What follows belongs to an exercise in optimizing a design on an open flow for small area, a short achievable clock period and few clock cycles; a production flow would make more cautious choices. At most, simulation tests tie the RTL to the original design; equivalence was not proved. No activity file was given, so power comes from the tool's default toggle rates.

==> flow/design.v (excerpt) <==
module FFT16_RTL (
    input             clk,
    input             reset,
    input             load_en,
    input      [31:0] serial_data_in,
    output reg [31:0] serial_data_out,
    output reg        data_out_valid,
    output reg        fft_done,
    output reg        fft_core_en
);
For scale: ~800 flip-flops, roughly 70 I/O pins, roughly 56000 um^2 of cells after synthesis.
clock: 10.0 ns
lec_check: 0
abc_clock_period_in_ps: 3000
cap_margin: 20
core_margin: 2
core_utilization: 60
setup_slack_margin: 5
slew_margin: 30
run.sh (not shown) runs the stock make flow with config.mk's settings and CLKGATE_MAP_FILE= SYNTH_SCRIPT=/design/flow/synth_recipe.tcl, a recipe that flattens the netlist after the stock synthesis.
Rerun with:
--- a/flow/design.v
+++ b/flow/design.v
@@ -73,19 +73,17 @@
     output reg        fft_core_en
 );
     reg [31:0] xr;
     reg        xv;                        
     reg [3:0]  idx;                       
     reg        g8, g12, xlast;            
-    reg [2:0]  xj;
     always @(posedge clk) begin
         xr    <= serial_data_in;
         g8    <= idx[3];
         g12   <= idx[3] & idx[2];
         xlast <= (idx == 4'd15);
-        xj    <= idx[2:0];
         if (reset) begin
             xv  <= 1'b0;
             idx <= 4'd0;
         end else begin
             xv <= load_en;
             if (load_en) idx <= idx + 4'd1;
@@ -99,13 +97,14 @@
     wire [15:0] xre = xr[31:16], xim = xr[15:0];
     wire [15:0] lre = Alo0[31:16], lim = Alo0[15:0];
     wire [15:0] hre = Ahi0[31:16], him = Ahi0[15:0];
     wire [15:0] s3r = xre + (g8 ? lre : 16'd0) + (g12 ? hre : 16'd0);
     wire [15:0] s3i = xim + (g8 ? lim : 16'd0) + (g12 ? him : 16'd0);
     wire [31:0] sum3 = {s3r, s3i};
-    wire [31:0] d1 = {lre - xre, lim - xim};
+    wire [31:0] lsel = xv ? Alo1 : Alo0;
+    wire [31:0] d1 = {lsel[31:16] - serial_data_in[31:16], lsel[15:0] - serial_data_in[15:0]};
     wire [15:0] sa = hre ^ ~lre ^ ~xre;
     wire [15:0] ma = (hre & ~lre) | (hre & ~xre) | (~lre & ~xre);
     wire [15:0] sb = him ^ ~lim ^ ~xim;
     wire [15:0] mb = (him & ~lim) | (him & ~xim) | (~lim & ~xim);
     wire [31:0] d2a = {sa - ~{ma[14:0], 1'b1}, sb - ~{mb[14:0], 1'b1}};
     reg       run;
@@ -134,23 +133,23 @@
     reg        f_sw;                       
     reg        f_na1, f_na2, f_nb1, f_nb2, f_w6;
     reg [6:0]  Mdst;    
     reg [2:0]  k;
     reg [31:0] msrc;
     reg [6:0]  mdst;
-    wire ld_s1 = xv & g8;
-    wire ld_a3 = run & (pc == 5'd1);
-    wire ld_a1 = run & (pc == 5'd2);
+    wire ld_s1 = load_en & idx[3];
+    wire ld_a3 = xv & xlast;
+    wire ld_a1 = run & (pc == 5'd1);
     wire ld_b3 = e2v & e2last;
-    wire ld_b1 = run & (pc == 5'd4);
+    wire ld_b1 = run & (pc == 5'd3);
     always @(*) begin
         if (ld_s1) begin
-            msrc = d1; k = xj;
-            mdst = xj[2] ? 7'b000_0010 : 7'b000_0001;
+            msrc = d1; k = idx[2:0];
+            mdst = idx[2] ? 7'b000_0010 : 7'b000_0001;
         end else if (ld_a3) begin
-            msrc = Alo3; k = 3'd6; mdst = 7'b000_0100;
+            msrc = d2a; k = 3'd6; mdst = 7'b000_0100;
         end else if (ld_a1) begin
             msrc = Alo1; k = 3'd2; mdst = 7'b000_1000;
         end else if (ld_b3) begin
             msrc = e2dif; k = 3'd6; mdst = 7'b001_0000;
         end else begin
             msrc = Bd1; k = 3'd2; mdst = 7'b010_0000;
@@ -232,13 +231,13 @@
     wire [3:0] okn = oact ? ok + 4'd1 : 4'd0;
     wire [1:0] mdn = okn[3:2];            
     wire       rjn = okn[1];
     wire [1:0] nim = {1'b0, mdn[0] ^ rjn} + {1'b0, mdn[0] ^ mdn[1]} + {1'b0, mdn[1]};
     always @(posedge clk) begin
         if (reset) oact <= 1'b0;
-        else if (run & pc == 5'd3) oact <= 1'b1;
+        else if (run & pc == 5'd2) oact <= 1'b1;
         else if (ok == 4'd15) oact <= 1'b0;
         ok      <= okn;
         orow    <= 4'b0001 << okn[1:0];
         rj      <= rjn;
         xsel    <= mdn[0];
         ngr     <= mdn[0];
What happened: Combinational power rises by 39%; final area falls by 1.0%; clock-buffer cell count rises by 11; clock power falls by about 6%; utilization rises by 0.21 points; fmax falls by 1.8%; worst setup slack is worse by 85 ps; non-clock buffer count rises by 13; sequential share of layout area falls by 0.25 points; area after synthesis falls by 0.94%; synthesized cell count rises by 1.4%; power rises by 1.3%; first-iteration DRC count falls by 0.79%; routed wire length rises by 2.9%.
Testbench counts after the change, summed over its fixed seeds: cycles 17,928.
For the first run of this note, only the layout was checked, not whether the RTL still works.

---

FFT16_RTL, a different RTL version from the one above (not shown whole).
Size: roughly 70 I/O pins, about 55000 um2 of cells after synthesis.
Settings: LEC_CHECK=0, CAP_MARGIN=20, CORE_MARGIN=2, CORE_UTILIZATION=60, CTS_BUF_LIST=sky130_fd_sc_hd__clkbuf_8, CTS_CLUSTER_DIAMETER=50, CTS_CLUSTER_SIZE=20, SETUP_SLACK_MARGIN=5, SLEW_MARGIN=30; clock period 10.0 ns.
Rerun with:
--- a/flow/design.v
+++ b/flow/design.v
@@ -199,17 +199,17 @@
     always @(posedge clk) begin
         if (load_en) begin
             Ahi0 <= Ahi1; Ahi1 <= Ahi2; Ahi2 <= Ahi3; Ahi3 <= sum3;
             Alo0 <= Alo1; Alo1 <= Alo2; Alo2 <= Alo3; Alo3 <= g12 ? d2a : Ahi0;
         end else begin
             if (Tdst[3]) Alo1 <= mres;
             if (Tdst[2]) Alo3 <= mres;
         end
-        if (Tdst[1]) Bt <= mres;
+        Bt <= mres;
         if (Tdst[0] | e2v) begin
             B0 <= B1; B1 <= B2; B2 <= B3; B3 <= Tdst[0] ? mres : e2sum;
         end
         if (e2v & e2c == 2'd0) Bd0 <= e2dif;
         if (Tdst[5] | (e2v & e2c == 2'd1)) Bd1 <= Tdst[5] ? mres : e2dif;
         if (e2v & e2c == 2'd2) Bd2 <= e2dif;
         if (Tdst[4]) Bd3 <= mres;
     end
@@ -266,17 +266,17 @@
     wire [15:0] c1i = {m1i[14:0], kia};
     wire [15:0] m2r = (s1r & c1r) | (s1r & dr_) | (c1r & dr_);
     wire [15:0] m2i = (s1i & c1i) | (s1i & di_) | (c1i & di_);
     wire [15:0] s2r = s1r ^ c1r ^ dr_;
     wire [15:0] c2r = {m2r[14:0], k2r};
     wire [15:0] s2i = s1i ^ c1i ^ di_;
     wire [15:0] c2i = {m2i[14:0], kib};
     always @(posedge clk) begin
-        if (oact) serial_data_out <= {s2r + c2r, s2i + c2i + {15'd0, kic}};
+        serial_data_out <= {s2r + c2r, s2i + c2i + {15'd0, kic}};
         if (reset) begin
             data_out_valid <= 1'b0;
             fft_done       <= 1'b0;
             fft_core_en    <= 1'b0;
         end else begin
             data_out_valid <= oact;
             fft_done       <= oact & olast_n;
             if (load_en && idx == 4'd15) fft_core_en <= 1'b1;
What happened: The new run went through all stages and came out clean; hold slack degrades by 0.0098 ns; worst setup slack improves by 0.014 ns; sequential power grows slightly; total power grows by a few percent; clock skew grows by 0.013 ns; routed wire length is about the same; synthesized cell count grows slightly; die area shrinks slightly; critical path depth grows by 6; sequential share of layout area shrinks by 0.62 points.
Function was not checked in any run of this note: the RTL went through the layout flow alone.

---

wip/lagoon:
Another version of the RTL of FFT16_RTL (not shown whole).
Size in the first run: about 5,200 cells after synthesis, roughly 55,000 sq um of cells after synthesis.
clock: 10.0 ns
lec_check: 0
cap_margin: 20
core_margin: 2
core_utilization: 60
cts_buf_list: sky130_fd_sc_hd__clkbuf_8
cts_cluster_diameter: 50
cts_cluster_size: 20
setup_slack_margin: 5
slew_margin: 30
standard.sh (not shown) runs the stock make flow with config.mk's settings and CLKGATE_MAP_FILE= SYNTH_SCRIPT=/design/flow/synth_recipe.tcl, a recipe that flattens the netlist after the stock synthesis.
==> flow/flow/run.sh <==
#!/bin/bash
set -euo pipefail
bash standard.sh SETUP_SLACK_MARGIN=6.0 finish > standard.log 2>&1
Relative to wip/lagoon, the following input files were edited for wip/cedar:
--- a/flow/design.v
+++ b/flow/design.v
@@ -68,58 +68,48 @@
     input             load_en,
     input      [31:0] serial_data_in,
     output reg [31:0] serial_data_out,
     output reg        data_out_valid,
     output reg        fft_done,
     output reg        fft_core_en
 );
-    reg [31:0] xr;
-    reg        xv;                        
     reg [3:0]  idx;                       
-    reg        g8, g12, xlast;            
-    always @(posedge clk) begin
-        xr    <= serial_data_in;
-        g8    <= idx[3];
-        g12   <= idx[3] & idx[2];
-        xlast <= (idx == 4'd15);
-        if (reset) begin
-            xv  <= 1'b0;
-            idx <= 4'd0;
-        end else begin
-            xv <= load_en;
-            if (load_en) idx <= idx + 4'd1;
-        end
+    wire       g8    = idx[3];
+    wire       g12   = idx[3] & idx[2];
+    wire       xlast = load_en & (idx == 4'd15);
+    always @(posedge clk) begin
+        if (reset) idx <= 4'd0;
+        else if (load_en) idx <= idx + 4'd1;
     end
     reg [31:0] Alo0, Alo1, Alo2, Alo3;    
     reg [31:0] Ahi0, Ahi1, Ahi2, Ahi3;    
     reg [31:0] B0, B1, B2, B3;            
     reg [31:0] Bd0, Bd1, Bd2, Bd3;        
     reg [31:0] Bt;                        
-    wire [15:0] xre = xr[31:16], xim = xr[15:0];
+    wire [15:0] xre = serial_data_in[31:16], xim = serial_data_in[15:0];
     wire [15:0] lre = Alo0[31:16], lim = Alo0[15:0];
     wire [15:0] hre = Ahi0[31:16], him = Ahi0[15:0];
     wire [15:0] s3r = xre + (g8 ? lre : 16'd0) + (g12 ? hre : 16'd0);
     wire [15:0] s3i = xim + (g8 ? lim : 16'd0) + (g12 ? him : 16'd0);
     wire [31:0] sum3 = {s3r, s3i};
-    wire [31:0] lsel = xv ? Alo1 : Alo0;
-    wire [31:0] d1 = {lsel[31:16] - serial_data_in[31:16], lsel[15:0] - serial_data_in[15:0]};
+    wire [31:0] d1 = {lre - xre, lim - xim};
     wire [15:0] sa = hre ^ ~lre ^ ~xre;
     wire [15:0] ma = (hre & ~lre) | (hre & ~xre) | (~lre & ~xre);
     wire [15:0] sb = him ^ ~lim ^ ~xim;
     wire [15:0] mb = (him & ~lim) | (him & ~xim) | (~lim & ~xim);
     wire [31:0] d2a = {sa - ~{ma[14:0], 1'b1}, sb - ~{mb[14:0], 1'b1}};
     reg       run;
     reg [4:0] pc;
     always @(posedge clk) begin
         if (reset) begin
             run <= 1'b0;
             pc  <= 5'd0;
-        end else if (xv & xlast) begin
+        end else if (xlast) begin
             run <= 1'b1;
-            pc  <= 5'd1;
+            pc  <= 5'd0;
         end else if (run) begin
             pc <= pc + 5'd1;
             if (pc == 5'd20) run <= 1'b0;
         end
     end
     reg        e2v;
     reg        e2last;                    
@@ -133,24 +123,24 @@
     reg        f_sw;                       
     reg        f_na1, f_na2, f_nb1, f_nb2, f_w6;
     reg [6:0]  Mdst;    
     reg [2:0]  k;
     reg [31:0] msrc;
     reg [6:0]  mdst;
     wire ld_s1 = load_en & idx[3];
-    wire ld_a3 = xv & xlast;
+    wire ld_a3 = run & (pc == 5'd0);
     wire ld_a1 = run & (pc == 5'd1);
     wire ld_b3 = e2v & e2last;
     wire ld_b1 = run & (pc == 5'd3);
     always @(*) begin
         if (ld_s1) begin
             msrc = d1; k = idx[2:0];
             mdst = idx[2] ? 7'b000_0010 : 7'b000_0001;
         end else if (ld_a3) begin
-            msrc = d2a; k = 3'd6; mdst = 7'b000_0100;
+            msrc = Alo3; k = 3'd6; mdst = 7'b000_0100;
         end else if (ld_a1) begin
             msrc = Alo1; k = 3'd2; mdst = 7'b000_1000;
         end else if (ld_b3) begin
             msrc = e2dif; k = 3'd6; mdst = 7'b001_0000;
         end else begin
             msrc = Bd1; k = 3'd2; mdst = 7'b010_0000;
         end
@@ -203,15 +193,15 @@
         end else begin
             e2v <= Tdst[1];
             if (e2v) e2c <= e2c + 2'd1;
         end
         e2last <= Tdst[1] & (e2c == 2'd3 - {1'b0, e2v});
     end
     always @(posedge clk) begin
-        if (xv) begin
+        if (load_en) begin
             Ahi0 <= Ahi1; Ahi1 <= Ahi2; Ahi2 <= Ahi3; Ahi3 <= sum3;
             Alo0 <= Alo1; Alo1 <= Alo2; Alo2 <= Alo3; Alo3 <= g12 ? d2a : Ahi0;
         end else begin
             if (Tdst[3]) Alo1 <= mres;
             if (Tdst[2]) Alo3 <= mres;
         end
         Bt <= mres;
### Flow results
- Any difference in final net count between wip/lagoon and wip/cedar is small enough to ignore.
- Looking only at internal reg-to-reg setup slack, and setting everything else aside, the lower value of wip/cedar and wip/lagoon goes to wip/cedar.
- [compare] base=wip/lagoon new=wip/cedar: count of placed standard cells including taps shows a reduction of about 1.5%; power density over the cells shows no meaningful change; post-route total power shows an increase of 0.68%; wire length on met2 shows a reduction of 1.7%; maximum frequency shows a reduction of about 3%.
- On all-layer global routing usage, the higher figure sits with wip/lagoon, not wip/cedar.
- Higher number of setup buffers added after CTS goes to wip/cedar over wip/lagoon.
- Going from wip/lagoon to wip/cedar, TritonCTS buffer count grew by 4.1%; compound-gate portion of the synthesized area now sits lower; relative contribution of combinational cells to total power moved up.
No functional check of the RTL was part of any run of this note.

-- port drivers added, routing unchanged --
How much do the figures lean on ideal ports? The routed layouts below were timed once more, with nothing changed but the port constraints.
Step 1 sets driving cells, clkbuf_16 on the clock port and buf_2 on the other inputs (assumed; they add their load-dependent delay and slew).
Step 2 also shifts input and output timing later by t, the mid clock arrival at the registers, as if the neighbouring blocks saw the same clock.
Three values: ideal ports, drivers, drivers and shift; two values: the first two.
| run | t (ns) | setup WS [ns] | worst setup path after step 2 | worst data-port slew with drivers (ns) | pins driven straight from the clock port |
|---|---|---|---|---|---|
| the first run of note 1 | 0.731 | 5.216 / 5.216 / 5.216 | register to register | 0.05 | 1 |
| the second run of note 1 | 0.727 | 5.131 / 5.131 / 4.553 | input to register | 0.06 | 1 |
| the first run of note 2 | 0.820 | 5.082 / 5.123 / 4.308 | input to register | 0.05 | 1 |
| the second run of note 2 | 0.843 | 5.096 / 5.096 / 4.313 | input to register | 0.05 | 1 |
| wip/lagoon | 0.843 | 5.667 / 5.667 / 5.219 | input to register | 0.06 | 1 |
| wip/cedar | 0.847 | 5.535 / 5.535 / 4.985 | input to register | 0.08 | 1 |
After both steps every run listed still meets setup and hold. The setup slack of the second run of note 2, which loses most, moves by 0.000 ns with the drivers and by -0.783 ns with both steps.
